This design comes from an exercise in tuning for small area on the open sky130 flow, not from production work.
The RTL was checked by simulation tests, not by an equivalence proof against the original design.

==> flow/design.v <==
module glyph_rom(input [5:0] g, input [3:0] row, input [2:0] col, output q);
    reg [7:0] pat;
    always @(*) begin
        case ({g, row})
            10'd2: pat = 8'b00111100;
            10'd3: pat = 8'b01000010;
            10'd4: pat = 8'b01000010;
            10'd5: pat = 8'b01000110;
            10'd6: pat = 8'b01001010;
            10'd7: pat = 8'b01010010;
            10'd8: pat = 8'b01100010;
            10'd9: pat = 8'b01000010;
            10'd10: pat = 8'b01000010;
            10'd11: pat = 8'b01000010;
            10'd12: pat = 8'b00111100;
            10'd18: pat = 8'b00011000;
            10'd19: pat = 8'b00101000;
            10'd20: pat = 8'b00001000;
            10'd21: pat = 8'b00001000;
            10'd22: pat = 8'b00001000;
            10'd23: pat = 8'b00001000;
            10'd24: pat = 8'b00001000;
            10'd25: pat = 8'b00001000;
            10'd26: pat = 8'b00001000;
            10'd27: pat = 8'b00001000;
            10'd28: pat = 8'b00111110;
            10'd34: pat = 8'b00111100;
            10'd35: pat = 8'b01000010;
            10'd36: pat = 8'b00000010;
            10'd37: pat = 8'b00000010;
            10'd38: pat = 8'b00000010;
            10'd39: pat = 8'b00000010;
            10'd40: pat = 8'b00111100;
            10'd41: pat = 8'b01000000;
            10'd42: pat = 8'b01000000;
            10'd43: pat = 8'b01000000;
            10'd44: pat = 8'b01111110;
            10'd50: pat = 8'b00111100;
            10'd51: pat = 8'b01000010;
            10'd52: pat = 8'b00000010;
            10'd53: pat = 8'b00000010;
            10'd54: pat = 8'b00001100;
            10'd55: pat = 8'b00000010;
            10'd56: pat = 8'b00000010;
            10'd57: pat = 8'b00000010;
            10'd58: pat = 8'b00000010;
            10'd59: pat = 8'b01000010;
            10'd60: pat = 8'b00111100;
            10'd66: pat = 8'b00001000;
            10'd67: pat = 8'b00001000;
            10'd68: pat = 8'b00011000;
            10'd69: pat = 8'b00011000;
            10'd70: pat = 8'b00101000;
            10'd71: pat = 8'b00101000;
            10'd72: pat = 8'b01001000;
            10'd73: pat = 8'b01001000;
            10'd74: pat = 8'b01111110;
            10'd75: pat = 8'b00001000;
            10'd76: pat = 8'b00001000;
            10'd82: pat = 8'b01111110;
            10'd83: pat = 8'b01000000;
            10'd84: pat = 8'b01000000;
            10'd85: pat = 8'b01000000;
            10'd86: pat = 8'b01111100;
            10'd87: pat = 8'b00000010;
            10'd88: pat = 8'b00000010;
            10'd89: pat = 8'b00000010;
            10'd90: pat = 8'b00000010;
            10'd91: pat = 8'b01000010;
            10'd92: pat = 8'b00111100;
            10'd98: pat = 8'b00111100;
            10'd99: pat = 8'b01000000;
            10'd100: pat = 8'b01000000;
            10'd101: pat = 8'b01000000;
            10'd102: pat = 8'b01111100;
            10'd103: pat = 8'b01000010;
            10'd104: pat = 8'b01000010;
            10'd105: pat = 8'b01000010;
            10'd106: pat = 8'b01000010;
            10'd107: pat = 8'b01000010;
            10'd108: pat = 8'b00111100;
            10'd114: pat = 8'b01111110;
            10'd115: pat = 8'b00000010;
            10'd116: pat = 8'b00000010;
            10'd117: pat = 8'b00000100;
            10'd118: pat = 8'b00000100;
            10'd119: pat = 8'b00001000;
            10'd120: pat = 8'b00001000;
            10'd121: pat = 8'b00010000;
            10'd122: pat = 8'b00010000;
            10'd123: pat = 8'b00010000;
            10'd124: pat = 8'b00010000;
            10'd130: pat = 8'b00111100;
            10'd131: pat = 8'b01000010;
            10'd132: pat = 8'b01000010;
            10'd133: pat = 8'b01000010;
            10'd134: pat = 8'b00111100;
            10'd135: pat = 8'b01000010;
            10'd136: pat = 8'b01000010;
            10'd137: pat = 8'b01000010;
            10'd138: pat = 8'b01000010;
            10'd139: pat = 8'b01000010;
            10'd140: pat = 8'b00111100;
            10'd146: pat = 8'b00111100;
            10'd147: pat = 8'b01000010;
            10'd148: pat = 8'b01000010;
            10'd149: pat = 8'b01000010;
            10'd150: pat = 8'b01000010;
            10'd151: pat = 8'b01000010;
            10'd152: pat = 8'b00111110;
            10'd153: pat = 8'b00000010;
            10'd154: pat = 8'b00000010;
            10'd155: pat = 8'b00000010;
            10'd156: pat = 8'b00111100;
            10'd162: pat = 8'b01000000;
            10'd163: pat = 8'b01000000;
            10'd164: pat = 8'b01000000;
            10'd165: pat = 8'b01000000;
            10'd166: pat = 8'b01000000;
            10'd167: pat = 8'b01000000;
            10'd168: pat = 8'b01000000;
            10'd169: pat = 8'b01000000;
            10'd170: pat = 8'b01000000;
            10'd171: pat = 8'b01000000;
            10'd172: pat = 8'b01111110;
            10'd181: pat = 8'b00111000;
            10'd182: pat = 8'b00000100;
            10'd183: pat = 8'b00000100;
            10'd184: pat = 8'b00111100;
            10'd185: pat = 8'b01000100;
            10'd186: pat = 8'b01000100;
            10'd187: pat = 8'b01000100;
            10'd188: pat = 8'b00111100;
            10'd197: pat = 8'b00111100;
            10'd198: pat = 8'b01000100;
            10'd199: pat = 8'b01000100;
            10'd200: pat = 8'b01000100;
            10'd201: pat = 8'b01000100;
            10'd202: pat = 8'b01000100;
            10'd203: pat = 8'b01000100;
            10'd204: pat = 8'b00111100;
            10'd205: pat = 8'b00000100;
            10'd206: pat = 8'b00000100;
            10'd207: pat = 8'b00111000;
            10'd306: pat = 8'b00010000;
            10'd309: pat = 8'b00110000;
            10'd310: pat = 8'b00010000;
            10'd311: pat = 8'b00010000;
            10'd312: pat = 8'b00010000;
            10'd313: pat = 8'b00010000;
            10'd314: pat = 8'b00010000;
            10'd315: pat = 8'b00010000;
            10'd316: pat = 8'b00111000;
            10'd245: pat = 8'b01111000;
            10'd246: pat = 8'b01000100;
            10'd247: pat = 8'b01000100;
            10'd248: pat = 8'b01000100;
            10'd249: pat = 8'b01000100;
            10'd250: pat = 8'b01000100;
            10'd251: pat = 8'b01000100;
            10'd252: pat = 8'b01000100;
            10'd565: pat = 8'b01101000;
            10'd566: pat = 8'b01010100;
            10'd567: pat = 8'b01010100;
            10'd568: pat = 8'b01010100;
            10'd569: pat = 8'b01010100;
            10'd570: pat = 8'b01010100;
            10'd571: pat = 8'b01010100;
            10'd572: pat = 8'b01010100;
            10'd277: pat = 8'b00111000;
            10'd278: pat = 8'b01000000;
            10'd279: pat = 8'b01000000;
            10'd280: pat = 8'b00111000;
            10'd281: pat = 8'b00000100;
            10'd282: pat = 8'b00000100;
            10'd283: pat = 8'b00000100;
            10'd284: pat = 8'b01111000;
            10'd294: pat = 8'b00010000;
            10'd300: pat = 8'b00010000;
            10'd469: pat = 8'b00011100;
            10'd470: pat = 8'b00100000;
            10'd471: pat = 8'b00100000;
            10'd472: pat = 8'b00100000;
            10'd473: pat = 8'b00100000;
            10'd474: pat = 8'b00100000;
            10'd475: pat = 8'b00100000;
            10'd476: pat = 8'b00011100;
            10'd325: pat = 8'b01000100;
            10'd326: pat = 8'b01000100;
            10'd327: pat = 8'b01000100;
            10'd328: pat = 8'b01000100;
            10'd329: pat = 8'b01000100;
            10'd330: pat = 8'b01000100;
            10'd331: pat = 8'b01000100;
            10'd332: pat = 8'b00111000;
            10'd341: pat = 8'b00011100;
            10'd342: pat = 8'b00100000;
            10'd343: pat = 8'b00100000;
            10'd344: pat = 8'b00100000;
            10'd345: pat = 8'b00100000;
            10'd346: pat = 8'b00100000;
            10'd347: pat = 8'b00100000;
            10'd348: pat = 8'b00100000;
            10'd229: pat = 8'b00111000;
            10'd230: pat = 8'b01000100;
            10'd231: pat = 8'b01000100;
            10'd232: pat = 8'b01111000;
            10'd233: pat = 8'b01000000;
            10'd234: pat = 8'b01000000;
            10'd235: pat = 8'b01000000;
            10'd236: pat = 8'b00111100;
            10'd370: pat = 8'b00010000;
            10'd371: pat = 8'b00010000;
            10'd372: pat = 8'b00010000;
            10'd373: pat = 8'b00111000;
            10'd374: pat = 8'b00010000;
            10'd375: pat = 8'b00010000;
            10'd376: pat = 8'b00010000;
            10'd377: pat = 8'b00010000;
            10'd378: pat = 8'b00010000;
            10'd379: pat = 8'b00010000;
            10'd380: pat = 8'b00001100;
            10'd391: pat = 8'b00111110;
            10'd412: pat = 8'b00010000;
            10'd419: pat = 8'b00000010;
            10'd420: pat = 8'b00000010;
            10'd421: pat = 8'b00000100;
            10'd422: pat = 8'b00000100;
            10'd423: pat = 8'b00001000;
            10'd424: pat = 8'b00001000;
            10'd425: pat = 8'b00010000;
            10'd426: pat = 8'b00010000;
            10'd427: pat = 8'b00100000;
            10'd428: pat = 8'b00100000;
            10'd501: pat = 8'b01000100;
            10'd502: pat = 8'b00101000;
            10'd503: pat = 8'b00101000;
            10'd504: pat = 8'b00010000;
            10'd505: pat = 8'b00010000;
            10'd506: pat = 8'b00101000;
            10'd507: pat = 8'b00101000;
            10'd508: pat = 8'b01000100;
            10'd453: pat = 8'b01000100;
            10'd454: pat = 8'b01000100;
            10'd455: pat = 8'b01000100;
            10'd456: pat = 8'b01000100;
            10'd457: pat = 8'b00101000;
            10'd458: pat = 8'b00101000;
            10'd459: pat = 8'b00010000;
            10'd460: pat = 8'b00010000;
            10'd354: pat = 8'b11111110;
            10'd355: pat = 8'b00010000;
            10'd356: pat = 8'b00010000;
            10'd357: pat = 8'b00010000;
            10'd358: pat = 8'b00010000;
            10'd359: pat = 8'b00010000;
            10'd360: pat = 8'b00010000;
            10'd361: pat = 8'b00010000;
            10'd362: pat = 8'b00010000;
            10'd363: pat = 8'b00010000;
            10'd364: pat = 8'b00010000;
            10'd482: pat = 8'b00111100;
            10'd483: pat = 8'b01000010;
            10'd484: pat = 8'b01000000;
            10'd485: pat = 8'b01000000;
            10'd486: pat = 8'b00111100;
            10'd487: pat = 8'b00000010;
            10'd488: pat = 8'b00000010;
            10'd489: pat = 8'b00000010;
            10'd490: pat = 8'b00000010;
            10'd491: pat = 8'b01000010;
            10'd492: pat = 8'b00111100;
            10'd946: pat = 8'b00010000;
            10'd947: pat = 8'b00010000;
            10'd948: pat = 8'b00010000;
            10'd949: pat = 8'b00010000;
            10'd950: pat = 8'b00010000;
            10'd951: pat = 8'b00010000;
            10'd952: pat = 8'b00010000;
            10'd953: pat = 8'b00010000;
            10'd954: pat = 8'b00010000;
            10'd955: pat = 8'b00010000;
            10'd956: pat = 8'b00001100;
            10'd514: pat = 8'b01000000;
            10'd515: pat = 8'b01000000;
            10'd516: pat = 8'b01000000;
            10'd517: pat = 8'b01111000;
            10'd518: pat = 8'b01000100;
            10'd519: pat = 8'b01000100;
            10'd520: pat = 8'b01000100;
            10'd521: pat = 8'b01000100;
            10'd522: pat = 8'b01000100;
            10'd523: pat = 8'b01000100;
            10'd524: pat = 8'b01000100;
            10'd533: pat = 8'b01111000;
            10'd534: pat = 8'b01000100;
            10'd535: pat = 8'b01000100;
            10'd536: pat = 8'b01000100;
            10'd537: pat = 8'b01000100;
            10'd538: pat = 8'b01000100;
            10'd539: pat = 8'b01000100;
            10'd540: pat = 8'b01111000;
            10'd541: pat = 8'b01000000;
            10'd542: pat = 8'b01000000;
            10'd543: pat = 8'b01000000;
            default: pat = 8'd0;
        endcase
    end
    assign q = pat[7 - col];
endmodule
module text_string(input res, input m480, input m720, input inter, input [1:0] line, input [4:0] ch, output reg [5:0] g);
    always @(*) begin
        g = 6'd13;
        if (res) begin
            case ({m480, m720, inter, ch})
                8'd0: g = 6'd22;
                8'd1: g = 6'd19;
                8'd2: g = 6'd35;
                8'd3: g = 6'd14;
                8'd5: g = 6'd30;
                8'd6: g = 6'd59;
                8'd7: g = 6'd14;
                8'd8: g = 6'd20;
                8'd9: g = 6'd23;
                8'd10: g = 6'd32;
                8'd12: g = 6'd1;
                8'd13: g = 6'd0;
                8'd14: g = 6'd8;
                8'd15: g = 6'd0;
                8'd16: g = 6'd33;
                8'd32: g = 6'd22;
                8'd33: g = 6'd19;
                8'd34: g = 6'd35;
                8'd35: g = 6'd14;
                8'd37: g = 6'd30;
                8'd38: g = 6'd59;
                8'd39: g = 6'd14;
                8'd40: g = 6'd20;
                8'd41: g = 6'd23;
                8'd42: g = 6'd32;
                8'd44: g = 6'd1;
                8'd45: g = 6'd0;
                8'd46: g = 6'd8;
                8'd47: g = 6'd0;
                8'd48: g = 6'd19;
                8'd64: g = 6'd22;
                8'd65: g = 6'd19;
                8'd66: g = 6'd35;
                8'd67: g = 6'd14;
                8'd69: g = 6'd30;
                8'd70: g = 6'd59;
                8'd71: g = 6'd14;
                8'd72: g = 6'd20;
                8'd73: g = 6'd23;
                8'd74: g = 6'd32;
                8'd77: g = 6'd7;
                8'd78: g = 6'd2;
                8'd79: g = 6'd0;
                8'd80: g = 6'd33;
                8'd128: g = 6'd22;
                8'd129: g = 6'd19;
                8'd130: g = 6'd35;
                8'd131: g = 6'd14;
                8'd133: g = 6'd30;
                8'd134: g = 6'd59;
                8'd135: g = 6'd14;
                8'd136: g = 6'd20;
                8'd137: g = 6'd23;
                8'd138: g = 6'd32;
                8'd141: g = 6'd4;
                8'd142: g = 6'd8;
                8'd143: g = 6'd0;
                8'd144: g = 6'd33;
                8'd160: g = 6'd22;
                8'd161: g = 6'd19;
                8'd162: g = 6'd35;
                8'd163: g = 6'd14;
                8'd165: g = 6'd30;
                8'd166: g = 6'd59;
                8'd167: g = 6'd14;
                8'd168: g = 6'd20;
                8'd169: g = 6'd23;
                8'd170: g = 6'd32;
                8'd173: g = 6'd4;
                8'd174: g = 6'd8;
                8'd175: g = 6'd0;
                8'd176: g = 6'd19;
            endcase
        end else begin
            case ({line, ch})
                7'd0: g = 6'd10;
                7'd1: g = 6'd11;
                7'd2: g = 6'd12;
                7'd4: g = 6'd19;
                7'd5: g = 6'd15;
                7'd7: g = 6'd35;
                7'd8: g = 6'd17;
                7'd9: g = 6'd18;
                7'd32: g = 6'd29;
                7'd33: g = 6'd20;
                7'd34: g = 6'd21;
                7'd35: g = 6'd21;
                7'd36: g = 6'd14;
                7'd37: g = 6'd15;
                7'd38: g = 6'd23;
                7'd39: g = 6'd18;
                7'd41: g = 6'd24;
                7'd42: g = 6'd24;
                7'd43: g = 6'd24;
                7'd44: g = 6'd25;
                7'd45: g = 6'd24;
                7'd46: g = 6'd24;
                7'd64: g = 6'd35;
                7'd65: g = 6'd19;
                7'd66: g = 6'd15;
                7'd67: g = 6'd26;
                7'd68: g = 6'd35;
                7'd69: g = 6'd11;
                7'd70: g = 6'd31;
                7'd71: g = 6'd18;
                7'd73: g = 6'd24;
                7'd74: g = 6'd24;
                7'd75: g = 6'd24;
                7'd76: g = 6'd25;
                7'd77: g = 6'd24;
                7'd78: g = 6'd24;
                7'd80: g = 6'd26;
                7'd82: g = 6'd24;
                7'd83: g = 6'd24;
                7'd84: g = 6'd24;
                7'd85: g = 6'd25;
                7'd86: g = 6'd24;
                7'd87: g = 6'd24;
                7'd96: g = 6'd11;
                7'd97: g = 6'd28;
                7'd98: g = 6'd14;
                7'd99: g = 6'd21;
                7'd100: g = 6'd11;
                7'd101: g = 6'd12;
                7'd102: g = 6'd14;
                7'd103: g = 6'd18;
                7'd105: g = 6'd24;
                7'd106: g = 6'd24;
                7'd107: g = 6'd24;
                7'd108: g = 6'd25;
                7'd109: g = 6'd24;
                7'd110: g = 6'd24;
            endcase
        end
    end
endmodule
module video(
    input clock,
    input reset,
    input [7:0] config_data,
    input [79:0] bcdcount,
    output [7:0] red,
    output [7:0] green,
    output [7:0] blue,
    output de,
    output hsync,
    output vsync,
    output starttrigger
);
    wire c_i1080 = config_data == 8'h03;
    wire c_p720  = config_data == 8'h04;
    wire c_p480  = config_data == 8'h08;
    wire c_i480  = config_data == 8'h09;
    wire c_p1080 = ~(c_i1080 | c_p720 | c_p480 | c_i480);
    reg i1080, p720, p480, i480;
    always @(posedge clock) {i1080, p720, p480, i480} <= {c_i1080, c_p720, c_p480, c_i480};
    wire p1080 = ~(i1080 | p720 | p480 | i480);
    wire m480 = p480 | i480;
    wire inter = i1080 | i480;
    wire hrd = i1080 | p720 | i480;
    wire vld1 = p480;
    wire vld2 = p1080 | p720;
    reg [11:0] H;
    reg [10:0] V;
    reg st;
    reg [4:0] fc;
    reg nf;
    wire [10:0] Hhi = H[11:1];
    wire [8:0] Vhi = V[10:2];
    wire [1:0] Vlo = V[1:0];
    wire hlast = (p1080 & (H_s == 12'sh506)) | (i1080 & (H_s == 12'sh507)) | (p720 & (H_s == 12'sh3b5)) | (p480 & (H_s == 12'sh406)) | (i480 & (H_s == 12'sh40d));
    wire vlast = (p1080 & (V_s == 11'sh3c3)) | (i1080 & (st ? (V_s == 11'sh3c2) : (V_s == 11'sh3c2))) | (p720 & (V_s == 11'sh298)) | (p480 & (V_s == 11'sh36c)) | (i480 & (st ? (V_s == 11'sh368) : (V_s == 11'sh368)));
    reg [11:0] h_first;
    always @(*) begin
        if (p1080) h_first = 12'd3184;
        else if (i1080) h_first = 12'd3184;
        else if (p720) h_first = 12'd3396;
        else if (p480) h_first = 12'd3412;
        else if (i480) h_first = 12'd3418;
        else h_first = 12'bx;
    end
    reg [10:0] v_first;
    always @(*) begin
        if (p1080) v_first = 11'd1887;
        else if (i1080) v_first = st ? 11'd1888 : 11'd1886;
        else if (p720) v_first = 11'd1963;
        else if (p480) v_first = 11'd1876;
        else if (i480) v_first = st ? 11'd1876 : 11'd1872;
        else v_first = 11'bx;
    end
    reg [11:0] h_reset;
    always @(*) begin
        if (c_p1080) h_reset = 12'd1286;
        else if (c_i1080) h_reset = 12'd1287;
        else if (c_p720) h_reset = 12'd949;
        else if (c_p480) h_reset = 12'd1030;
        else if (c_i480) h_reset = 12'd1037;
        else h_reset = 12'bx;
    end
    reg [10:0] v_reset;
    always @(*) begin
        if (c_p1080) v_reset = 11'd963;
        else if (c_i1080) v_reset = 11'd962;
        else if (c_p720) v_reset = 11'd664;
        else if (c_p480) v_reset = 11'd876;
        else if (c_i480) v_reset = 11'd872;
        else v_reset = 11'bx;
    end
    wire [11:0] Hn = hlast ? h_first : {Hhi + (hrd ? H[0] : 1'b1), hrd & ~H[0]};
    wire [10:0] HhiN = Hn[11:1];
    wire signed [11:0] H_s = H;
    wire signed [11:0] Hn_s = Hn;
    wire signed [10:0] V_s = V;
    wire vcarry = i480 | (p480 & Vlo[0]) | (i1080 & Vlo[1]) | (vld2 & (&Vlo));
    wire [1:0] vlo_inc = i1080 ? {~Vlo[1], 1'b0} : p480 ? {1'b0, ~Vlo[0]} : Vlo + 1'b1;
    always @(posedge clock) begin
        if (reset) begin
            H <= h_reset;
            V <= v_reset;
            st <= 1'b1;
        end else if (hlast) begin
            H <= Hn;
            if (vlast) begin
                V <= v_first;
                st <= ~st;
            end else begin
                V <= {Vhi + vcarry, vcarry ? 2'b00 : vlo_inc};
            end
        end else begin
            H <= Hn;
        end
    end
    wire fstart_h = (p1080 & (H_s == 12'shd30)) | (i1080 & (H_s == 12'shd30)) | (p720 & (H_s == 12'she48)) | (p480 & (H_s == 12'she48)) | (i480 & (H_s == 12'she48));
    wire fstart_v = (p1080 & (V_s == 11'sh788)) | (i1080 & (V_s == 11'sh788)) | (p720 & (V_s == 11'sh7c4)) | (p480 & (V_s == 11'sh79c)) | (i480 & (V_s == 11'sh79c));
    wire field_start = fstart_h & fstart_v;
    always @(posedge clock) begin
        if (reset) begin
            fc <= 0;
            nf <= 1'b0;
        end else if (field_start) begin
            fc <= (fc == (nf ? 5'd23 : 5'd24)) ? 5'd0 : fc + 1'b1;
            if (fc == 5'd24) nf <= 1'b1;
        end
    end
    assign starttrigger = field_start && fc == 0;
    wire df = fc != 0 && fc <= 15;
    wire pol = ~m480;
    wire hs_act = (p1080 & (H_s < 12'shc9c)) | (i1080 & (H_s < 12'shc9c)) | (p720 & (H_s < 12'shd6c)) | (p480 & (H_s < 12'shdd0)) | (i480 & (H_s < 12'shdd6));
    assign hsync = hs_act ? pol : ~pol;
    wire vrow0 = (p1080 & (V_s == 11'sh75f)) | (i1080 & (st ? (V_s == 11'sh75e) : (V_s == 11'sh760))) | (p720 & (V_s == 11'sh7ab)) | (p480 & (V_s == 11'sh754)) | (i480 & (st ? (V_s == 11'sh750) : (V_s == 11'sh754)));
    wire vrows = (p1080 & (V_s < 11'sh764)) | (i1080 & (st ? (V_s < 11'sh768) : (V_s < 11'sh76a))) | (p720 & (V_s < 11'sh7b0)) | (p480 & (V_s < 11'sh760)) | (i480 & (st ? (V_s < 11'sh75c) : (V_s < 11'sh760)));
    wire vrowe = (p1080 & (V_s == 11'sh764)) | (i1080 & (st ? (V_s == 11'sh768) : (V_s == 11'sh76a))) | (p720 & (V_s == 11'sh7b0)) | (p480 & (V_s == 11'sh760)) | (i480 & (st ? (V_s == 11'sh75c) : (V_s == 11'sh760)));
    wire hoff = (p1080 & (H_s < 12'shc70)) | (i1080 & (H_s < 12'shbc)) | (p720 & (H_s < 12'shd44)) | (p480 & (H_s < 12'shd54)) | (i480 & (H_s < 12'shb4));
    wire vs_act = (st & inter) ? ((vrow0 & ~hoff) | (vrows & ~vrow0) | (vrowe & hoff)) : vrows;
    assign vsync = vs_act ? pol : ~pol;
    wire de_h0 = (p1080 & (H_s >= 12'shd30)) | (i1080 & (H_s >= 12'shd30)) | (p720 & (H_s >= 12'she48)) | (p480 & (H_s >= 12'she48)) | (i480 & (H_s >= 12'she48));
    wire de_h1 = (p1080 & (H_s < 12'sh4b0)) | (i1080 & (H_s < 12'sh4b0)) | (p720 & (H_s < 12'sh348)) | (p480 & (H_s < 12'sh3e8)) | (i480 & (H_s < 12'sh3e8));
    wire de_v0 = (p1080 & (V_s >= 11'sh788)) | (i1080 & (V_s >= 11'sh788)) | (p720 & (V_s >= 11'sh7c4)) | (p480 & (V_s >= 11'sh79c)) | (i480 & (V_s >= 11'sh79c));
    wire de_v1 = (p1080 & (V_s < 11'sh3c0)) | (i1080 & (V_s < 11'sh3c0)) | (p720 & (V_s < 11'sh294)) | (p480 & (V_s < 11'sh35c)) | (i480 & (V_s < 11'sh35c));
    assign de = de_h0 & de_h1 & de_v0 & de_v1;
    wire bx0 = (p1080 & (Hn_s >= 12'shda8)) | (i1080 & (Hn_s >= 12'shda8)) | (p720 & (Hn_s >= 12'she98)) | (p480 & (Hn_s >= 12'she98)) | (i480 & (Hn_s >= 12'she98));
    wire bx1 = (p1080 & (Hn_s < 12'shf88)) | (i1080 & (Hn_s < 12'shf88)) | (p720 & (Hn_s < 12'shfd8)) | (p480 & (Hn_s < 12'shfd8)) | (i480 & (Hn_s < 12'shfd8));
    wire by1 = (p1080 & (V_s < 11'sh7e2)) | (i1080 & (V_s < 11'sh7e2)) | (p720 & (V_s < 11'sh0)) | (p480 & (V_s < 11'sh7ec)) | (i480 & (V_s < 11'sh7ec));
    wire by2 = (p1080 & (V_s < 11'sh177)) | (i1080 & (V_s < 11'sh176)) | (p720 & (V_s < 11'sh10e)) | (p480 & (V_s < 11'sh154)) | (i480 & (V_s < 11'sh154));
    wire by3 = (p1080 & (V_s < 11'sh1d1)) | (i1080 & (V_s < 11'sh1d0)) | (p720 & (V_s < 11'sh14a)) | (p480 & (V_s < 11'sh1a4)) | (i480 & (V_s < 11'sh1a4));
    wire by4 = (p1080 & (V_s < 11'sh366)) | (i1080 & (V_s < 11'sh366)) | (p720 & (V_s < 11'sh258)) | (p480 & (V_s < 11'sh30c)) | (i480 & (V_s < 11'sh30c));
    wire box = df & bx0 & bx1 & (by1 | (~by2 & by3) | ~by4);
    wire res_v = (p1080 & (V_s < 11'sh7a8)) | (i1080 & (V_s < 11'sh7a8)) | (p720 & (V_s < 11'sh7e4)) | (p480 & (V_s < 11'sh7bc)) | (i480 & (V_s < 11'sh7dc));
    wire res_h = (p1080 & (Hn_s >= 12'sh3a0)) | (i1080 & (Hn_s >= 12'sh3a0)) | (p720 & (Hn_s >= 12'sh238)) | (p480 & (Hn_s >= 12'sh2d8)) | (i480 & (Hn_s >= 12'sh2d8));
    wire res_area = res_v & res_h;
    reg [7:0] d2;
    always @(*) begin
        if (p1080) d2 = 8'd208;
        else if (i1080) d2 = 8'd208;
        else if (p720) d2 = 8'd28;
        else if (p480) d2 = 8'd108;
        else if (i480) d2 = 8'd108;
        else d2 = 8'bx;
    end
    wire [7:0] rcol = HhiN[7:0] - d2;
    reg [3:0] rrow_c;
    always @(*) begin
        if (p1080) rrow_c = 4'd12;
        else if (i1080) rrow_c = 4'd12;
        else if (p720) rrow_c = 4'd14;
        else if (p480) rrow_c = 4'd2;
        else if (i480) rrow_c = 4'd9;
        else rrow_c = 4'bx;
    end
    wire [3:0] rrow_b = i480 ? Vhi[3:0] : {Vhi[2:0], p480 ? Vlo[0] : Vlo[1]};
    wire [3:0] rrow = rrow_b + rrow_c;
    wire [1:0] line = Vhi[5:4];
    wire [4:0] ch = HhiN[8:4];
    wire lag_area = Vhi[8:6] == 3'd0 && HhiN[10:9] == 2'd0 && !(HhiN[8] & HhiN[7]);
    wire [3:0] drawn;
    assign drawn[0] = ~&{bcdcount[3], bcdcount[0], bcdcount[7], bcdcount[4], bcdcount[11], bcdcount[8], bcdcount[15], bcdcount[12], bcdcount[19], bcdcount[16]};
    assign drawn[1] = ~&{bcdcount[23], bcdcount[20], bcdcount[27], bcdcount[24], bcdcount[31], bcdcount[28], bcdcount[35], bcdcount[32], bcdcount[39], bcdcount[36]};
    assign drawn[2] = |bcdcount[59:40];
    assign drawn[3] = ~&{bcdcount[63], bcdcount[60], bcdcount[67], bcdcount[64], bcdcount[71], bcdcount[68], bcdcount[75], bcdcount[72], bcdcount[79], bcdcount[76]};
    wire [19:0] sel;
    assign sel[0] = drawn[0] & line == 2'd1 & ch == 5'd9;
    assign sel[1] = drawn[0] & line == 2'd1 & ch == 5'd10;
    assign sel[2] = drawn[0] & line == 2'd1 & ch == 5'd11;
    assign sel[3] = drawn[0] & line == 2'd1 & ch == 5'd13;
    assign sel[4] = drawn[0] & line == 2'd1 & ch == 5'd14;
    assign sel[5] = drawn[1] & line == 2'd2 & ch == 5'd9;
    assign sel[6] = drawn[1] & line == 2'd2 & ch == 5'd10;
    assign sel[7] = drawn[1] & line == 2'd2 & ch == 5'd11;
    assign sel[8] = drawn[1] & line == 2'd2 & ch == 5'd13;
    assign sel[9] = drawn[1] & line == 2'd2 & ch == 5'd14;
    assign sel[10] = drawn[2] & line == 2'd2 & ch == 5'd18;
    assign sel[11] = drawn[2] & line == 2'd2 & ch == 5'd19;
    assign sel[12] = drawn[2] & line == 2'd2 & ch == 5'd20;
    assign sel[13] = drawn[2] & line == 2'd2 & ch == 5'd22;
    assign sel[14] = drawn[2] & line == 2'd2 & ch == 5'd23;
    assign sel[15] = drawn[3] & line == 2'd3 & ch == 5'd9;
    assign sel[16] = drawn[3] & line == 2'd3 & ch == 5'd10;
    assign sel[17] = drawn[3] & line == 2'd3 & ch == 5'd11;
    assign sel[18] = drawn[3] & line == 2'd3 & ch == 5'd13;
    assign sel[19] = drawn[3] & line == 2'd3 & ch == 5'd14;
    wire slot = |sel;
    reg [3:0] digit;
    always @(*) begin
        digit = 4'd0;
        digit = digit | ({4{sel[0]}} & bcdcount[19:16]);
        digit = digit | ({4{sel[1]}} & bcdcount[15:12]);
        digit = digit | ({4{sel[2]}} & bcdcount[11:8]);
        digit = digit | ({4{sel[3]}} & bcdcount[7:4]);
        digit = digit | ({4{sel[4]}} & bcdcount[3:0]);
        digit = digit | ({4{sel[5]}} & bcdcount[39:36]);
        digit = digit | ({4{sel[6]}} & bcdcount[35:32]);
        digit = digit | ({4{sel[7]}} & bcdcount[31:28]);
        digit = digit | ({4{sel[8]}} & bcdcount[27:24]);
        digit = digit | ({4{sel[9]}} & bcdcount[23:20]);
        digit = digit | ({4{sel[10]}} & bcdcount[59:56]);
        digit = digit | ({4{sel[11]}} & bcdcount[55:52]);
        digit = digit | ({4{sel[12]}} & bcdcount[51:48]);
        digit = digit | ({4{sel[13]}} & bcdcount[47:44]);
        digit = digit | ({4{sel[14]}} & bcdcount[43:40]);
        digit = digit | ({4{sel[15]}} & bcdcount[79:76]);
        digit = digit | ({4{sel[16]}} & bcdcount[75:72]);
        digit = digit | ({4{sel[17]}} & bcdcount[71:68]);
        digit = digit | ({4{sel[18]}} & bcdcount[67:64]);
        digit = digit | ({4{sel[19]}} & bcdcount[63:60]);
    end
    wire [5:0] scode;
    text_string text_string(.res(res_area), .m480(m480), .m720(p720), .inter(inter), .line(line), .ch(res_area ? rcol[7:3] : ch), .g(scode));
    wire [5:0] code = (!res_area && slot) ? {2'b00, digit} : scode;
    wire text_bit;
    glyph_rom glyph_rom(.g(code), .row(res_area ? rrow : Vhi[3:0]), .col(res_area ? rcol[2:0] : HhiN[3:1]), .q(text_bit));
    reg pixel;
    always @(posedge clock) pixel <= box | ((res_area | lag_area) & text_bit);
    assign red = {8{pixel}};
    assign green = {8{pixel}};
    assign blue = {8{pixel}};
endmodule
==> flow/run.sh <==
#!/bin/bash
# synth_recipe.tcl (not shown) runs the flow's synth.tcl, then flattens the netlist and writes it again
# the make line also repeats each setting of config.mk as NAME=value (left out here)
make -C /OpenROAD-flow-scripts/flow DESIGN_CONFIG=/design/flow/config.mk WORK_HOME=/design/flow/orfs CLKGATE_MAP_FILE= SYNTH_SCRIPT=/design/flow/synth_recipe.tcl finish
==> flow/config.mk <==
export PLATFORM = sky130hd
export DESIGN_NAME = video
export DESIGN_NICKNAME = video
export VERILOG_FILES = /design/flow/design.v
export SDC_FILE = /design/flow/constraint.sdc
export NUM_CORES = 4
export LEC_CHECK = 0
export ABC_AREA = 1
export CAP_MARGIN = 20
export CORE_MARGIN = 2
export CORE_UTILIZATION = 40
export SLEW_MARGIN = 20
export SYNTH_MEMORY_MAX_BITS = 65536
==> flow/constraint.sdc <==
create_clock -name core_clock -period 10.0 [get_ports {clock}]
set_input_delay 2.0000 -clock core_clock [delete_from_list [all_inputs] [get_ports {clock}]]
set_output_delay 2.0000 -clock core_clock [all_outputs]
set_load 0.01 [all_outputs]
==> results_dict.tcl, run 1 <==
set metrics [dict create \
    cts_tree "built" \
    drv_cap 0 \
    synth_async_sr_flop_share_pct 0 \
    slew_headroom_pct 29.7 \
    post-route-util_pct 46.7 \
    seqCellArea_um2 811 \
    grt_max_degree 37 \
    multi_input_area_mm2 0.00650 \
    synth.area.top_cells "nand2_1, nand3_1, inv_1, nor2_1, dfxtp_1" \
    critPathLaunchType "flop" \
    drc 0 \
    yosysSeqAreaShare_pct 9.38 \
    min_from "nf" \
    required_ps 10180 \
    drive_above_1_share_pct 6.52 \
    routed_via_density 5.94 \
    slowest_stage "dfxtp_1" \
    grt_pass1_wl_mm 56.8 \
    worst_pin_slew_ps 1050 \
    hpwl_mm 29.2 \
    cts_sinks 35 \
    post_cts_resized 0 \
    fmax_mhz 142 \
    cp.depth 45 \
    antenna_found_initial 0 \
    yosys.area.top_type_share_pct 19.8 \
    drt_wl_total_mm 36.6 \
    clock_path_buffers 2 \
    synth_edf_count 11 \
    critPathBufInv 4 \
    synth.most_common_cell "nand2_1" \
    finalClockSkew_ps 7.03 \
    coreArea_mm2 0.0211 \
    regToRegSetupSlack_ps 2970 \
    grt_pass1_vias 10400 \
    postRouteAntennaNets 0 \
    worstPathMaxFanout 36 \
    cpMostUsedCell "nand2_1" \
    grt_overflow 0 \
    die_h_um 151 \
    hold_depth 2 \
    synth_fp_nets 1713 \
    num_rows 53 \
    cts_buffers 5 \
    endpoint_kind "flop" \
    hold_viol 0 \
    cts_max_level 2 \
    synth_commonest_cells "nand2_1, inv_1, nor2_1" \
    start_util_pct 41.0 \
    drtIter0Drc 1391 \
    post-route-period-util_pct 70.3 \
    path_class "reg -> reg" \
    n_fill_cell 2326 \
    run_status "no timing/DRC/antenna violations" \
    synth_area_mm2 0.00864 \
    syn_avg_cell_area_um2 5.43 \
    wl_per_cell_um 19.1 \
    fp.dieArea_mm2 0.0228 \
    gp_congestion 1.00 \
    hold_end "nf" \
    cp_slowest_stage_delay_ps 540 \
    n_antenna_cell 0 \
    ys.flop_type "dfxtp_1" \
    syn_inst 1591 \
    period_needed_ps 7030 \
    first_pass_iters 8 \
    cp.arrival_ps 7210 \
    io_buffers 117 \
    track_usage_pct 31.4 \
    synth.distinct_cells 63 \
    ys_ff_latch 35 \
    yosysTopAreaCell "nand2_1" \
    ys_warn_count 3 \
    cts_setup_buffers 0 \
    final_nets 1762 \
    regToRegEndpoint "pixel" \
    syn_to_final_growth_pct 13.9 \
    tns_ps 0 \
    clk_latency_ps 290 \
    cts_hold_buffers 0 \
    ios 118 \
    cpLargestDelayFamily "simple AND/OR/NAND/NOR gates" \
    num_vias 11400 \
    reg2reg_depth 45 \
    drv_slew 0 \
    die_width_um 151 \
    rsz0062_at_grt "false" \
    clk_pin_slew_ps 60 \
    clock-root-buffer "clkbuf_16" \
    r2r_start "i1080" \
    hold_path_class "reg -> reg" \
    setup_violations 0 \
]
-- metal layers --
layer	GRT usage, %	wire length, µm
met1	45.4	15600
met5	0	0
met4	9.91	1100
met3	4.07	3720
met2	48.4	16100
-- kinds of logic after synthesis --
| family | synth area share [%] |
|---|---|
| and+or+nand+nor | 48.1 |
| DFF | 9.38 |
| xor gates and xnor gates | 2.13 |
| buffers and inverters | 15.4 |
| adders and majority gates | 4.81 |
| AOI/OAI and AO/OA | 20.2 |
-- cells in the final DEF (no fill, tap or decap), types with 17 or more instances in the layout --
cell               n
a21oi_1           77
clkdlybuf4s50_1  117
dfxtp_1           24
ha_1              30
inv_1            184
inv_2             22
nand2_1          455
nand2_2           19
nand3_1          161
nand4_1           35
nor2_1           167
nor3_1            31
nor4_1            19
o21ai_0           88
o21ai_1           17
xor2_1            17
-- final cells by class --
cell class	count	share of cell area, %
multi-input cells	1263	66.1
repair buffers	125	12.5
clock inverters	2	0.165
well taps	275	3.50
inverters	210	8.06
flip-flops and latches	35	8.24
clock buffers	6	1.41
-- how the worst max path moves through the flow --
stage,slack [ps],startpoint,endpoint
2_1_floorplan,4850,i480,pixel
3_3_place_gp,2720,bcdcount[16],pixel
3_5_place_dp,2880,bcdcount[16],pixel
4_1_cts,3130,bcdcount[16],pixel
5_1_grt,2220,i1080,pixel
6_report,2970,i1080,pixel
-- flip-flops by register name (all words and copies together), names as in the netlist --
name	count
H	12
V	11
fc	5
i1080	1
i480	1
nf	1
p480	1
p720	1
pixel	1
st	1
-- metrics by stage --
stage          cells  hold slack [ps]  area (µm²)  worst slack [ps]
2_1_floorplan   1591              450        8640              4850
3_3_place_gp    1908              480        9680              2720
3_5_place_dp    1908              485        9680              2880
4_1_cts         1916              495        9840              3130
5_1_grt         1916              534        9840              2220
6_report        1916              492        9840              2970
-- worst reg2reg max path, delay by kind of cell, from the launching register on --
kind                     cells  cell delay [ps]
flip-flops                   1              540
AO/OA/AOI/OAI                4              570
AND/OR/NAND/NOR             34             4290
buffers and inverters        4              780
adder cells (fa/ha/maj)      3              750
==> run 2: changes to the inputs <==
==> flow/flow/run.sh (new file) <==
#!/bin/bash
# Layout flow: the standard synthesis; then ABC re-maps the combinational
# logic between the registers (the registers are kept as they are: same
# instances, names and cells) and yosys proves the new netlist equivalent to
# the standard one (if either step fails, the standard netlist is used);
# then the standard layout steps, with the port buffers made of
# sky130_fd_sc_hd__buf_1. Each tool's output goes to a log file here.
set -uo pipefail
R=$PWD/orfs/results/sky130hd/video/base
bash standard.sh $R/1_2_yosys.v > 1_standard_synth.log 2>&1 || exit 1
cp $R/1_2_yosys.v std_synth.v
if yosys -c flow/resyn.tcl > 2_resyn.log 2>&1 && yosys -c flow/equiv.tcl > 3_equiv.log 2>&1; then
  cp resyn.v $R/1_2_yosys.v
  echo "using the re-mapped netlist" > 3_netlist_choice.log
else
  echo "using the standard netlist" > 3_netlist_choice.log
fi
bash standard.sh "BUFFER_PORTS_ARGS=-buffer_cell sky130_fd_sc_hd__buf_1" finish > 4_standard_layout.log 2>&1
==> flow/flow/equiv.tcl (new file) <==
# Prove the re-mapped netlist equivalent to the standard one: registers are
# paired by name, internal nets are not used as cut points.
yosys -import
set lib $::env(FLOW_HOME)/platforms/sky130hd/lib/sky130_fd_sc_hd__tt_025C_1v80.lib
yosys read_liberty -ignore_miss_func $lib
yosys read_verilog std_synth.v
yosys rename video gold
yosys read_verilog resyn.v
yosys rename video gate
yosys hierarchy -check
yosys rename -hide gold/w:_*_ gate/w:_*_ gold/c:_*_ gate/c:_*_
yosys flatten gold gate
yosys opt_clean
yosys equiv_make gold gate equiv
yosys hierarchy -top equiv
yosys equiv_simple
yosys equiv_status -assert
==> flow/flow/resyn.tcl (new file) <==
# Re-map the combinational logic of the standard synthesis netlist with ABC.
yosys -import
set lib $::env(FLOW_HOME)/platforms/sky130hd/lib/sky130_fd_sc_hd__tt_025C_1v80.lib
yosys read_liberty -ignore_miss_func $lib
yosys read_verilog std_synth.v
yosys hierarchy -top video
# registers stay the cells the standard synthesis made
yosys setattr -mod -set blackbox 1 sky130_fd_sc_hd__*df* sky130_fd_sc_hd__*dl*
yosys flatten
yosys opt_clean
yosys abc -liberty $lib -dont_use *lpflow* -dont_use *probe* -script "+strash;&get,-n;&deepsyn,-T,60;&put;dch,-f;map,-a"
yosys opt_clean -purge
yosys hilomap -singleton -hicell sky130_fd_sc_hd__conb_1 HI -locell sky130_fd_sc_hd__conb_1 LO
yosys splitnets
yosys opt_clean -purge
yosys insbuf -buf sky130_fd_sc_hd__buf_4 A X
yosys select video
yosys write_verilog -noattr -nohex -nodec -selected resyn.v
yosys stat -liberty $lib
==> flow/standard.sh (new file) <==
#!/bin/bash
# synth_recipe.tcl (not shown) runs the flow's synth.tcl, then flattens the netlist and writes it again
# the make line also repeats each setting of config.mk as NAME=value (left out here)
make -C /OpenROAD-flow-scripts/flow DESIGN_CONFIG=/design/flow/config.mk WORK_HOME=/design/flow/orfs CLKGATE_MAP_FILE= SYNTH_SCRIPT=/design/flow/synth_recipe.tcl "${@:-finish}"
removed: flow/run.sh
==> results_dict.tcl, run 2 <==
set metrics [dict create \
    num_rows 44 \
    coreArea_mm2 0.0144 \
    n_antenna_cell 0 \
    slowest_stage "o21ai_0" \
    top_register "H" \
    path_class "reg -> reg" \
    period_needed_ps 9090 \
    min_from "nf" \
    grt_pass1_wl_mm 41.5 \
    reg_top3 "H (12), V (11), fc (5)" \
    slew_headroom_pct 34.4 \
    n_fill_cell 1588 \
    routed_via_density 6.37 \
    endpoint_kind "flop" \
    fmax_mhz 110 \
    synth_fp_nets 1163 \
    largest_register_ffs 12 \
    synth_area_mm2 0.00586 \
    setup_violations 0 \
    run_status "no timing/DRC/antenna violations" \
    drv_slew 0 \
    hold_depth 2 \
    cts_tree "built" \
    grt_pass1_vias 7768 \
    regToRegEndpoint "pixel" \
    hpwl_mm 21.3 \
    grt_overflow 0 \
    hold_viol 0 \
    clk_pin_slew_ps 60 \
    io_buffers 117 \
    drt_wl_total_mm 26.4 \
    hold_path_class "reg -> reg" \
    post-route-period-util_pct 90.9 \
    finalClockSkew_ps 9.83 \
    post_cts_resized 0 \
    worst_pin_slew_ps 973 \
    cts_max_level 2 \
    tns_ps 0 \
    ios 118 \
    crit_path_start "p720" \
    antenna_found_initial 0 \
    clock_path_buffers 2 \
    wl_per_cell_um 19.3 \
    drtIter0Drc 1747 \
    clk_latency_ps 290 \
    drc 0 \
    reg2reg_depth 45 \
    syn_avg_cell_area_um2 5.46 \
    cts_setup_buffers 0 \
    cts_buffers 5 \
    drv_cap 0 \
    wl_met2_mm 11.1 \
    worstPathMaxFanout 19 \
    die_width_um 125 \
    cp.arrival_ps 9260 \
    final_nets 1268 \
    final_cell_mix "nor2_1, clkinv_1, nand2_1, buf_1, o21ai_0" \
    final_common_cell "nor2_1" \
    wl_met1_mm 10.2 \
    critPathLaunchType "flop" \
    start_util_pct 40.6 \
    hold_end "nf" \
    drive_above_1_share_pct 1.53 \
    die_h_um 125 \
    postRouteAntennaNets 0 \
    syn_to_final_growth_pct 11.5 \
    top_layer "met4" \
    regToRegSetupSlack_ps 910 \
    first_pass_iters 9 \
    r2r_start "p720" \
    ys_warn_count 3 \
    cts_hold_buffers 0 \
    required_ps 10160 \
    rsz0062_at_grt "false" \
    post-route-util_pct 45.3 \
    track_usage_pct 32.3 \
    num_vias 8688 \
    fp.dieArea_mm2 0.0156 \
    grt_max_degree 25 \
    cp_slowest_stage_delay_ps 750 \
    gp_congestion 1.12 \
    syn_inst 1073 \
    routed-wl-met3_mm 3.64 \
    clock-root-buffer "clkbuf_16" \
    cts_sinks 35 \
]
[run 2: layout make-up]
cell class	instances	area [µm²]	share of cell area, %
Timing Repair Buffer	122	477	7.30
Multi-Input combinational cell	828	4170	63.8
Clock buffer	7	143	2.18
Inverter	186	698	10.7
Sequential cell	35	811	12.4
Tap cell	184	230	3.53
Clock inverter	1	3.75	0.0575
[run 2: metal layers]
layer / track usage, % / vias to the layer above
met1: 43.3 / 3789
met5: 0 / -
li1: - / 3963
met2: 49.1 / 788
met3: 8.39 / 148
met4: 14.2 / 0
[run 2: metrics by stage]
step / cells / worst slack, ps / hold slack (ps) / instance area (µm²)
6_report: 1363 / 909 / 462 / 6530
3_5_place_dp: 1355 / 1280 / 456 / 6380
5_1_grt: 1363 / 20.0 / 490 / 6530
4_1_cts: 1363 / 1270 / 463 / 6530
3_3_place_gp: 1355 / 1310 / 452 / 6380
2_1_floorplan: 1073 / 1970 / 433 / 5860
[run 2: worst max path at each step]
stage             to  slack [ps]
6_report       pixel         910
4_1_cts        pixel        1270
5_1_grt        pixel          20
2_1_floorplan  pixel        1970
3_3_place_gp   pixel        1310
3_5_place_dp   pixel        1280
[run 2: critical path: cells and delay by family (launching register included)]
kind	cells	cell delay, ps
compound gates	13	2610
buf+inv	16	2780
flops	1	430
simple gates	16	3090
==> run 3: changes to the inputs <==
--- a/flow/design.v
+++ b/flow/design.v
@@ -469,4 +469,3 @@
     wire c_p1080 = ~(c_i1080 | c_p720 | c_p480 | c_i480);
-    reg i1080, p720, p480, i480;
-    always @(posedge clock) {i1080, p720, p480, i480} <= {c_i1080, c_p720, c_p480, c_i480};
+    wire i1080 = c_i1080, p720 = c_p720, p480 = c_p480, i480 = c_i480;
     wire p1080 = ~(i1080 | p720 | p480 | i480);
==> results_dict.tcl, run 3 <==
set metrics [dict create \
    run_status "no timing/DRC/antenna violations" \
    cp.arrival_ps 9300 \
    final_nets 1263 \
    final_common_cell "nor2_1" \
    fp.dieArea_mm2 0.0148 \
    drv_slew 0 \
    reg_top3 "H (12), V (11), fc (5)" \
    cpMostUsedCell "nor2_1" \
    syn_avg_cell_area_um2 5.34 \
    drtIter0Drc 995 \
    slew_headroom_pct 37.1 \
    coreArea_mm2 0.0137 \
    tns_ps 0 \
    cp_slowest_stage_delay_ps 380 \
    finalClockSkew_ps 11.3 \
    first_pass_iters 6 \
    cts_max_level 2 \
    drv_cap 0 \
    antenna_found_initial 0 \
    num_rows 43 \
    ios 118 \
    largest_register_ffs 12 \
    ys_warn_count 3 \
    fmax_mhz 109 \
    cts_buffers 5 \
    cts_tree "built" \
    num_vias 8300 \
    grt_pass1_vias 7507 \
    n_fill_cell 1550 \
    grt_max_degree 25 \
    hpwl_mm 21.2 \
    place_ws_ps 282 \
    synth_area_mm2 0.00556 \
    endpoint_kind "flop" \
    setup_violations 0 \
    clock-root-buffer "clkbuf_16" \
    hold_path_class "reg -> reg" \
    drt_wl_total_mm 26.2 \
    post-route-period-util_pct 91.5 \
    start_util_pct 40.5 \
    worstPathMaxFanout 8 \
    drc 0 \
    routed_via_density 6.13 \
    worst_pin_slew_ps 931 \
    clk_pin_slew_ps 50 \
    die_width_um 122 \
    gp_congestion 1.03 \
    hold_viol 0 \
    cts_hold_buffers 0 \
    critPathLaunchType "input pin" \
    finalWorstSetupSlack_ps 849 \
    slowest_stage "nor3_1" \
    clock_path_buffers 2 \
    grt_pass1_wl_mm 40.0 \
    required_ps 10150 \
    rsz0062_at_grt "false" \
    syn_inst 1040 \
    period_needed_ps 9150 \
    clk_latency_ps 290 \
    drive_above_1_share_pct 4.60 \
    wl_per_cell_um 19.3 \
    syn_to_final_growth_pct 16.6 \
    track_usage_pct 34.3 \
    cts_sinks 31 \
    io_buffers 117 \
    grt_overflow 0 \
    die_h_um 122 \
    path_class "in -> reg" \
    cts_setup_buffers 0 \
    top_register "H" \
    synth_fp_nets 1130 \
    postRouteAntennaNets 0 \
    n_antenna_cell 0 \
    final_cell_mix "nor2_1, clkinv_1, nand2_1, buf_1, o21ai_0" \
]
## run 3: changes by cell type in the layout (fill, tap and decap cells not counted), moves of 7 or more
cell | before | now
xor2_1 | 10 | 3
o21ai_0 | 97 | 83
clkinv_1 | 187 | 173
nor2_1 | 259 | 249
buf_4 | 5 | 33
nand2_1 | 124 | 140
## run 3: layout make-up
type	instances	area, µm²	area share, %
clock buffers	8	156	2.41
well taps	180	225	3.48
inverters	174	653	10.1
flip-flops and latches	31	731	11.3
repair buffers	150	688	10.6
multi-input cells	811	4020	62.1
## run 3: path summary, 6_finish.rpt
path	slack, ps	startpoint	end	depth (start not counted)
hold / removal	460	nf	nf	2
hold reg to reg	460	nf	nf	2
setup reg to reg	2310	H[8]	pixel	47
setup / recovery	850	config_data[0]	pixel	48
## run 3: what timing repair did
action / in CTS / in global routing
hold endpoints to repair: 0 / 0
resized for setup: 0 / 10
endpoints found under the setup margin: 0 / 1
## run 3: critical path: cells and delay by family
kind,cells,cell delay (ps)
buf+inv,12,1690
simple gates,23,3440
compound gates,13,2120
## run 3: routing by layer
layer | share of wire [%] | global-route usage [%]
met4 | 3.5 | 11.8
met5 | 0 | 0
met3 | 12 | 7.35
met1 | 41 | 47.5
met2 | 44 | 52.4
## run 3: stage by stage
| stage | cells | utilization, % | hold slack (ps) | instance area, µm² |
|---|---|---|---|---|
| after floorplan | 1040 | - | 430 | 5560 |
| after global placement | 1346 | 45.9 | 453 | 6300 |
| after detailed placement | 1346 | 45.9 | 454 | 6300 |
| after CTS | 1354 | 47.0 | 461 | 6450 |
| after global routing | 1354 | 47.2 | 474 | 6480 |
| final | 1354 | 47.2 | 458 | 6480 |
==> run 4: changes to the inputs <==
--- a/flow/flow/resyn.tcl
+++ b/flow/flow/resyn.tcl
@@ -10,3 +10,3 @@
 yosys opt_clean
-yosys abc -liberty $lib -dont_use *lpflow* -dont_use *probe* -script "+strash;&get,-n;&deepsyn,-T,60;&put;dch,-f;map,-a"
+yosys abc -liberty $lib -dont_use *lpflow* -dont_use *probe* -script "+strash;&get,-n;&deepsyn,-T,60;&st;&dch,-f;&nf,-R,5000,-C,32,-F,20,-A,20;&st;&dch,-f;&nf,-R,5000,-C,32,-F,20,-A,20;&st;&dch,-f;&nf,-R,5000,-C,32,-F,20,-A,20;&st;&dch,-f;&nf,-R,5000,-C,32,-F,20,-A,20;&st;&dch,-f;&nf,-R,5000,-C,32,-F,20,-A,20;&put"
 yosys opt_clean -purge
@@ -15,3 +15,3 @@
 yosys opt_clean -purge
-yosys insbuf -buf sky130_fd_sc_hd__buf_4 A X
+yosys insbuf -buf sky130_fd_sc_hd__buf_1 A X
 yosys select video
--- a/flow/config.mk
+++ b/flow/config.mk
@@ -11,2 +11,3 @@
 export CORE_UTILIZATION = 40
+export CTS_BUF_LIST = sky130_fd_sc_hd__clkbuf_2 sky130_fd_sc_hd__clkbuf_4
 export SLEW_MARGIN = 20
==> results_dict.tcl, run 4 <==
set metrics [dict create \
    drt_wl_total_mm 24.1 \
    coreArea_mm2 0.0126 \
    fp.dieArea_mm2 0.0137 \
    final_common_cell "nand2_1" \
    drive_above_1_share_pct 7.43 \
    path_class "in -> reg" \
    reg_top3 "H (12), V (11), fc (5)" \
    hpwl_mm 18.8 \
    cts_buffers 5 \
    finalClockSkew_ps 23.9 \
    antenna_found_initial 0 \
    drc 0 \
    post-route-period-util_pct 94.4 \
    synth_fp_nets 924 \
    syn_inst 834 \
    period_needed_ps 9440 \
    hold_viol 0 \
    num_rows 41 \
    hold_path_class "reg -> reg" \
    cp_slowest_stage_delay_ps 570 \
    drv_slew 0 \
    clock_path_buffers 2 \
    n_antenna_cell 0 \
    hold_depth 1 \
    die_h_um 117 \
    syn_avg_cell_area_um2 6.15 \
    slew_headroom_pct 36.1 \
    placed_cell_area_mm2 0.00607 \
    cp.arrival_ps 9760 \
    clk_latency_ps 370 \
    critPathLaunchType "input pin" \
    reg2reg_depth 40 \
    finalInstanceArea_mm2 0.00617 \
    slowest_stage "or4_4" \
    cts_setup_buffers 0 \
    final_cell_mix "nand2_1, buf_1, nor2_1, o21ai_0, a21oi_1" \
    largest_register_ffs 12 \
    io_buffers 117 \
    drv_cap 0 \
    clk_pin_slew_ps 120 \
    routed_via_density 6.64 \
    run_status "no timing/DRC/antenna violations" \
    grt_overflow 0 \
    grt_pass1_vias 6917 \
    worstPathMaxFanout 9 \
    n_fill_cell 1386 \
    grt_max_degree 27 \
    num_vias 7661 \
    clock-root-buffer "clkbuf_4" \
    cts_tree "built" \
    ys_warn_count 3 \
    required_ps 10320 \
    setup_violations 0 \
    worst_pin_slew_ps 949 \
    grt_pass1_wl_mm 37.8 \
    final_nets 1071 \
    drtIter0Drc 985 \
    cts_max_level 2 \
    wl_per_cell_um 20.9 \
    start_util_pct 40.8 \
    die_width_um 117 \
    synth_area_mm2 0.00513 \
    post-route-util_pct 49.1 \
    top_register "H" \
    track_usage_pct 35.0 \
    syn_to_final_growth_pct 20.3 \
    postRouteAntennaNets 0 \
    ios 118 \
    endpoint_kind "flop" \
    cts_sinks 31 \
    fmax_mhz 106 \
    cts_hold_buffers 0 \
    gp_congestion 1.09 \
    first_pass_iters 6 \
    tns_ps 0 \
]
==> run 4: cell type report <==
cell class | count | area (µm²) | share of cell area [%]
Clock buffer | 7 | 52.6 | 0.852
Clock inverter | 1 | 5.00 | 0.0811
Inverter | 32 | 120 | 1.95
Multi-Input combinational cell | 747 | 4250 | 69.0
Sequential cell | 31 | 731 | 11.8
Tap cell | 172 | 215 | 3.49
Timing Repair Buffer | 164 | 792 | 12.8
==> run 4: final timing paths <==
check | startpoint | to | slack (ps)
setup / recovery | config_data[6] | pixel | 560
hold / removal | nf | nf | 510
hold reg to reg | nf | nf | 510
setup reg to reg | H[6] | pixel | 2130
==> run 4: layer usage <==
| metal | part of all wire (%) | vias up | track usage (%) |
|---|---|---|---|
| li1 | - | 3542 | - |
| met1 | 42 | 3494 | 48.6 |
| met2 | 44 | 556 | 54.8 |
| met3 | 11 | 69 | 6.49 |
| met4 | 3.1 | 0 | 11.2 |
| met5 | 0 | - | 0 |
==> run 4: metrics by stage <==
step                setup WS (ps)  hold slack, ps  cells
finish                        563             507   1154
global route                -6.02             555   1154
CTS                           384             514   1154
detailed placement           21.6             490   1146
global placement              174             484   1146
floorplan                    8.56             463    834
==> run 4: worst max-delay path, delay by kind of cell <==
kind                   cells  cell delay (ps)
AOI/OAI and AO/OA         15             3020
buffers and inverters      5              610
and+or+nand+nor           23             4100
==> run 4: repair_timing <==
item | 4_1_cts | 5_1_grt
resized for setup | 0 | 20
setup endpoints to repair | 0 | 1
endpoints found under the hold margin | 0 | 0
==> run 5: changes to the inputs <==
--- a/flow/config.mk
+++ b/flow/config.mk
@@ -11,3 +11,2 @@
 export CORE_UTILIZATION = 40
-export CTS_BUF_LIST = sky130_fd_sc_hd__clkbuf_2 sky130_fd_sc_hd__clkbuf_4
 export SLEW_MARGIN = 20
==> results_dict.tcl, run 5 <==
set metrics [dict create \
    run_status "no timing/DRC/antenna violations" \
    syn_avg_cell_area_um2 6.15 \
    gp_congestion 1.09 \
    regToRegSetupSlack_ps 2210 \
    slowest_stage "or4_4" \
    hold_viol 0 \
    worst_pin_slew_ps 944 \
    required_ps 10170 \
    grt_pass1_vias 6921 \
    clk_latency_ps 290 \
    cts_max_level 2 \
    cts_sinks 31 \
    grt_max_degree 27 \
    drt_wl_total_mm 24.3 \
    hold_path_class "reg -> reg" \
    fp.dieArea_mm2 0.0137 \
    routed_via_density 6.68 \
    final_nets 1073 \
    post-place-cells 1146 \
    syn_inst 834 \
    clock_path_buffers 2 \
    synth_area_mm2 0.00513 \
    slew_headroom_pct 36.4 \
    drc 0 \
    final_cell_mix "nand2_1, buf_1, nor2_1, o21ai_0, a21oi_1" \
    layout.cells.non_filler 1156 \
    top_register "H" \
    finalClockSkew_ps 9.27 \
    critPathBufInv 4 \
    cp_slowest_stage_delay_ps 570 \
    start_util_pct 40.8 \
    postRouteAntennaNets 0 \
    cts_tree "built" \
    ios 118 \
    cts_buffers 5 \
    clock-root-buffer "clkbuf_16" \
    post-route-period-util_pct 94.4 \
    antenna_found_initial 0 \
    track_usage_pct 35.3 \
    die_h_um 117 \
    cts_hold_buffers 0 \
    grt_overflow 0 \
    setup_violations 0 \
    drv_slew 0 \
    n_antenna_cell 0 \
    die_width_um 117 \
    drv_cap 0 \
    num_rows 41 \
    synth_fp_nets 924 \
    endpoint_kind "flop" \
    clk_pin_slew_ps 60 \
    coreArea_mm2 0.0126 \
    min_from "nf" \
    grt_pass1_wl_mm 38.2 \
    cp.arrival_ps 9610 \
    crit_path_start "config_data[6]" \
    r2r_start "H[5]" \
    first_pass_iters 8 \
    path_class "in -> reg" \
    period_needed_ps 9440 \
    critPathLaunchType "input pin" \
    ys_warn_count 3 \
    num_vias 7719 \
    drive_above_1_share_pct 7.72 \
    worstPathMaxFanout 14 \
    drtIter0Drc 1112 \
    fmax_mhz 106 \
    largest_register_ffs 12 \
    final_common_cell "nand2_1" \
    wl_per_cell_um 21.0 \
    cpLargestDelayFamily "compound AO/OA/AOI/OAI gates" \
    syn_to_final_growth_pct 22.5 \
    cpMostUsedCell "nand2_1" \
    reg_top3 "H (12), V (11), fc (5)" \
    hpwl_mm 18.8 \
    io_buffers 117 \
]
[run 5: cell type report]
type	instances	area (µm²)
Fill cell	1371	6280
Multi-Input combinational cell	747	4270
Timing Repair Buffer	166	807
Sequential cell	31	731
Tap cell	172	215
Clock buffer	7	133
Inverter	32	120
Clock inverter	1	5.00
[run 5: final timing paths]
kind	cells after the start	to
worst max-delay path	46	pixel
worst min-delay path	1	nf
worst max register to register	43	pixel
worst min register to register	1	nf
[run 5: worst register-to-register path, delay by kind of cell, from the launching register on]
kind | cells | cell delay [ps]
AO/OA/AOI/OAI | 24 | 4350
AND/OR/NAND/NOR | 16 | 2390
flip-flops | 1 | 450
buffers and inverters | 2 | 310
XOR/XNOR | 1 | 190
[run 5: timing repair]
| item | 4_1_cts | 5_1_grt |
|---|---|---|
| endpoints found under the setup margin | 0 | 1 |
| gates resized for setup | 0 | 26 |
| buffers inserted | 0 | 2 |
[run 5: layer usage]
layer  part of all wire [%]  track usage [%]
met4                    3.0             10.7
met2                     44             55.4
met3                     10             6.13
met5                      0                0
met1                     42             49.2
[run 5: metrics by stage]
stage / area [µm²] / hold WS, ps / worst slack [ps] / TNS [ps] / util [%]
floorplan: 5160 / 463 / 8.56 / 0 / -
global placement: 6070 / 484 / 174 / 0 / 48.3
detailed placement: 6070 / 490 / 21.6 / 0 / 48.3
CTS: 6210 / 501 / 289 / 0 / 49.4
global route: 6280 / 539 / -12.5 / -12.5 / 50.0
finish: 6280 / 502 / 560 / 0 / 50.0
==> run 6: changes to the inputs <==
--- a/flow/config.mk
+++ b/flow/config.mk
@@ -11,2 +11,4 @@
 export CORE_UTILIZATION = 40
+export CTS_BUF_LIST = sky130_fd_sc_hd__clkbuf_4
+export CTS_CLUSTER_SIZE = 10
 export SLEW_MARGIN = 20
==> results_dict.tcl, run 6 <==
set metrics [dict create \
    drtIter0Drc 985 \
    hold_path_class "reg -> reg" \
    ys_warn_count 3 \
    drive_above_1_share_pct 7.43 \
    syn_avg_cell_area_um2 6.15 \
    synth_area_mm2 0.00513 \
    die_h_um 117 \
    top_usage_layer "met2" \
    met2_usage_pct 54.8 \
    largest_register_ffs 12 \
    layout.cells.non_filler 1154 \
    n_antenna_cell 0 \
    track_usage_pct 35.0 \
    die_width_um 117 \
    hold_viol 0 \
    final_nets 1071 \
    gr-usage-met3_pct 6.49 \
    postRouteAntennaNets 0 \
    grt_pass1_wl_mm 37.8 \
    coreArea_mm2 0.0126 \
    setup_violations 0 \
    fmax_mhz 106 \
    cp_slowest_stage_delay_ps 570 \
    num_rows 41 \
    cp.arrival_ps 9760 \
    post-place-cells 1146 \
    slowest_stage "or4_4" \
    finalClockSkew_ps 23.9 \
    syn_to_final_growth_pct 20.3 \
    cts_setup_buffers 0 \
    regToRegSetupSlack_ps 2130 \
    cts_tree "built" \
    final_cell_mix "nand2_1, buf_1, nor2_1, o21ai_0, a21oi_1" \
    slew_headroom_pct 36.1 \
    gp_congestion 1.09 \
    grt_overflow 0 \
    post-route-period-util_pct 94.4 \
    fp.dieArea_mm2 0.0137 \
    finalWorstSetupSlack_ps 563 \
    reg_top3 "H (12), V (11), fc (5)" \
    post-route-util_pct 49.1 \
    cts_buffers 5 \
    finalInstanceArea_mm2 0.00617 \
    worst_pin_slew_ps 949 \
    drv_cap 0 \
    routed_via_density 6.64 \
    post_cts_resized 0 \
    clock-root-buffer "clkbuf_4" \
    wl_per_cell_um 20.9 \
    first_pass_iters 6 \
    cts_hold_buffers 0 \
    required_ps 10320 \
    final_common_cell "nand2_1" \
    placed_cell_area_mm2 0.00607 \
    ios 118 \
    clk_latency_ps 370 \
    start_util_pct 40.8 \
    critPathLaunchType "input pin" \
    hpwl_mm 18.8 \
    drc 0 \
    endpoint_kind "flop" \
    place_ws_ps 21.6 \
    use_met1_pct 48.6 \
    drt_wl_total_mm 24.1 \
    clock_path_buffers 2 \
    clk_pin_slew_ps 120 \
    drv_slew 0 \
    path_class "in -> reg" \
    syn_inst 834 \
    period_needed_ps 9440 \
    cts_max_level 2 \
    top_register "H" \
    synth_fp_nets 924 \
    num_vias 7661 \
    run_status "no timing/DRC/antenna violations" \
    antenna_found_initial 0 \
    grt_pass1_vias 6917 \
    grt_max_degree 27 \
    cts_sinks 31 \
    worstPathMaxFanout 9 \
    io_buffers 117 \
]
-- run 6: routing by layer --
layer  up-vias  wire length [µm]
li1       3542                 -
met1      3494             10200
met2       556             10500
met3        69              2600
met4         0               747
met5         -                 0
-- run 6: final timing paths --
kind	from	end	cells after the start
worst min-delay path	nf	nf	1
worst max register to register	H[6]	pixel	40
worst min register to register	nf	nf	1
worst max-delay path	config_data[6]	pixel	43
-- run 6: area by class of cell --
cell class,count,area (µm²)
timing repair buffer,164,792
fill,1386,6400
inverter,32,120
clock inverter,1,5.00
tap,172,215
clock buffer,7,52.6
multi-input combinational,747,4250
sequential,31,731
-- run 6: per-stage QoR --
step                      setup TNS [ps]  hold WS [ps]
after detailed placement               0           490
after CTS                              0           514
final                                  0           507
after global placement                 0           484
after floorplan                        0           463
after global routing               -6.02           555
-- run 6: worst max-delay path: cells and delay by family --
family | cells | cell delay (ps)
compound gates | 15 | 3020
buf+inv | 5 | 610
simple gates | 23 | 4100

==> static timing again, ports no longer ideal <==
In the flow no input, the clock included, has a driving cell. The finished layouts below were timed again as built, in two steps. Step 1 assumes that a clkbuf_16 drives the clock port and a buf_2 every other input. Step 2 also shifts input and output timing later by t, the mid clock arrival at the registers, as if the neighbouring blocks saw the same clock. a / b / c = ideal ports / drivers / drivers and shift; a / b = the first two.
| run | shift t [ns] | slack for setup (ns) | hold slack, ns | clock arrival spread, ns | worst register clock-pin slew, ns |
|---|---|---|---|---|---|
| run 1 | 0.318 | 2.968 / 2.968 / 2.699 | 0.492 / 0.492 / 0.492 | 0.007 / 0.007 | 0.06 / 0.06 |
| run 2 | 0.321 | 0.909 / 0.909 / 0.909 | 0.462 / 0.462 / 0.462 | 0.010 / 0.010 | 0.06 / 0.06 |
| run 3 | 0.315 | 0.849 / 0.862 / 0.548 | 0.458 / 0.458 / 0.458 | 0.011 / 0.011 | 0.06 / 0.06 |
| run 4 | 0.380 | 0.563 / 0.567 / 0.187 | 0.507 / 0.507 / 0.507 | 0.023 / 0.024 | 0.12 / 0.12 |
| run 5 | 0.317 | 0.560 / 0.572 / 0.255 | 0.502 / 0.502 / 0.502 | 0.009 / 0.009 | 0.06 / 0.06 |
| run 6 | 0.380 | 0.563 / 0.567 / 0.187 | 0.507 / 0.507 / 0.507 | 0.023 / 0.024 | 0.12 / 0.12 |
After both steps setup and hold are still met in every run listed.
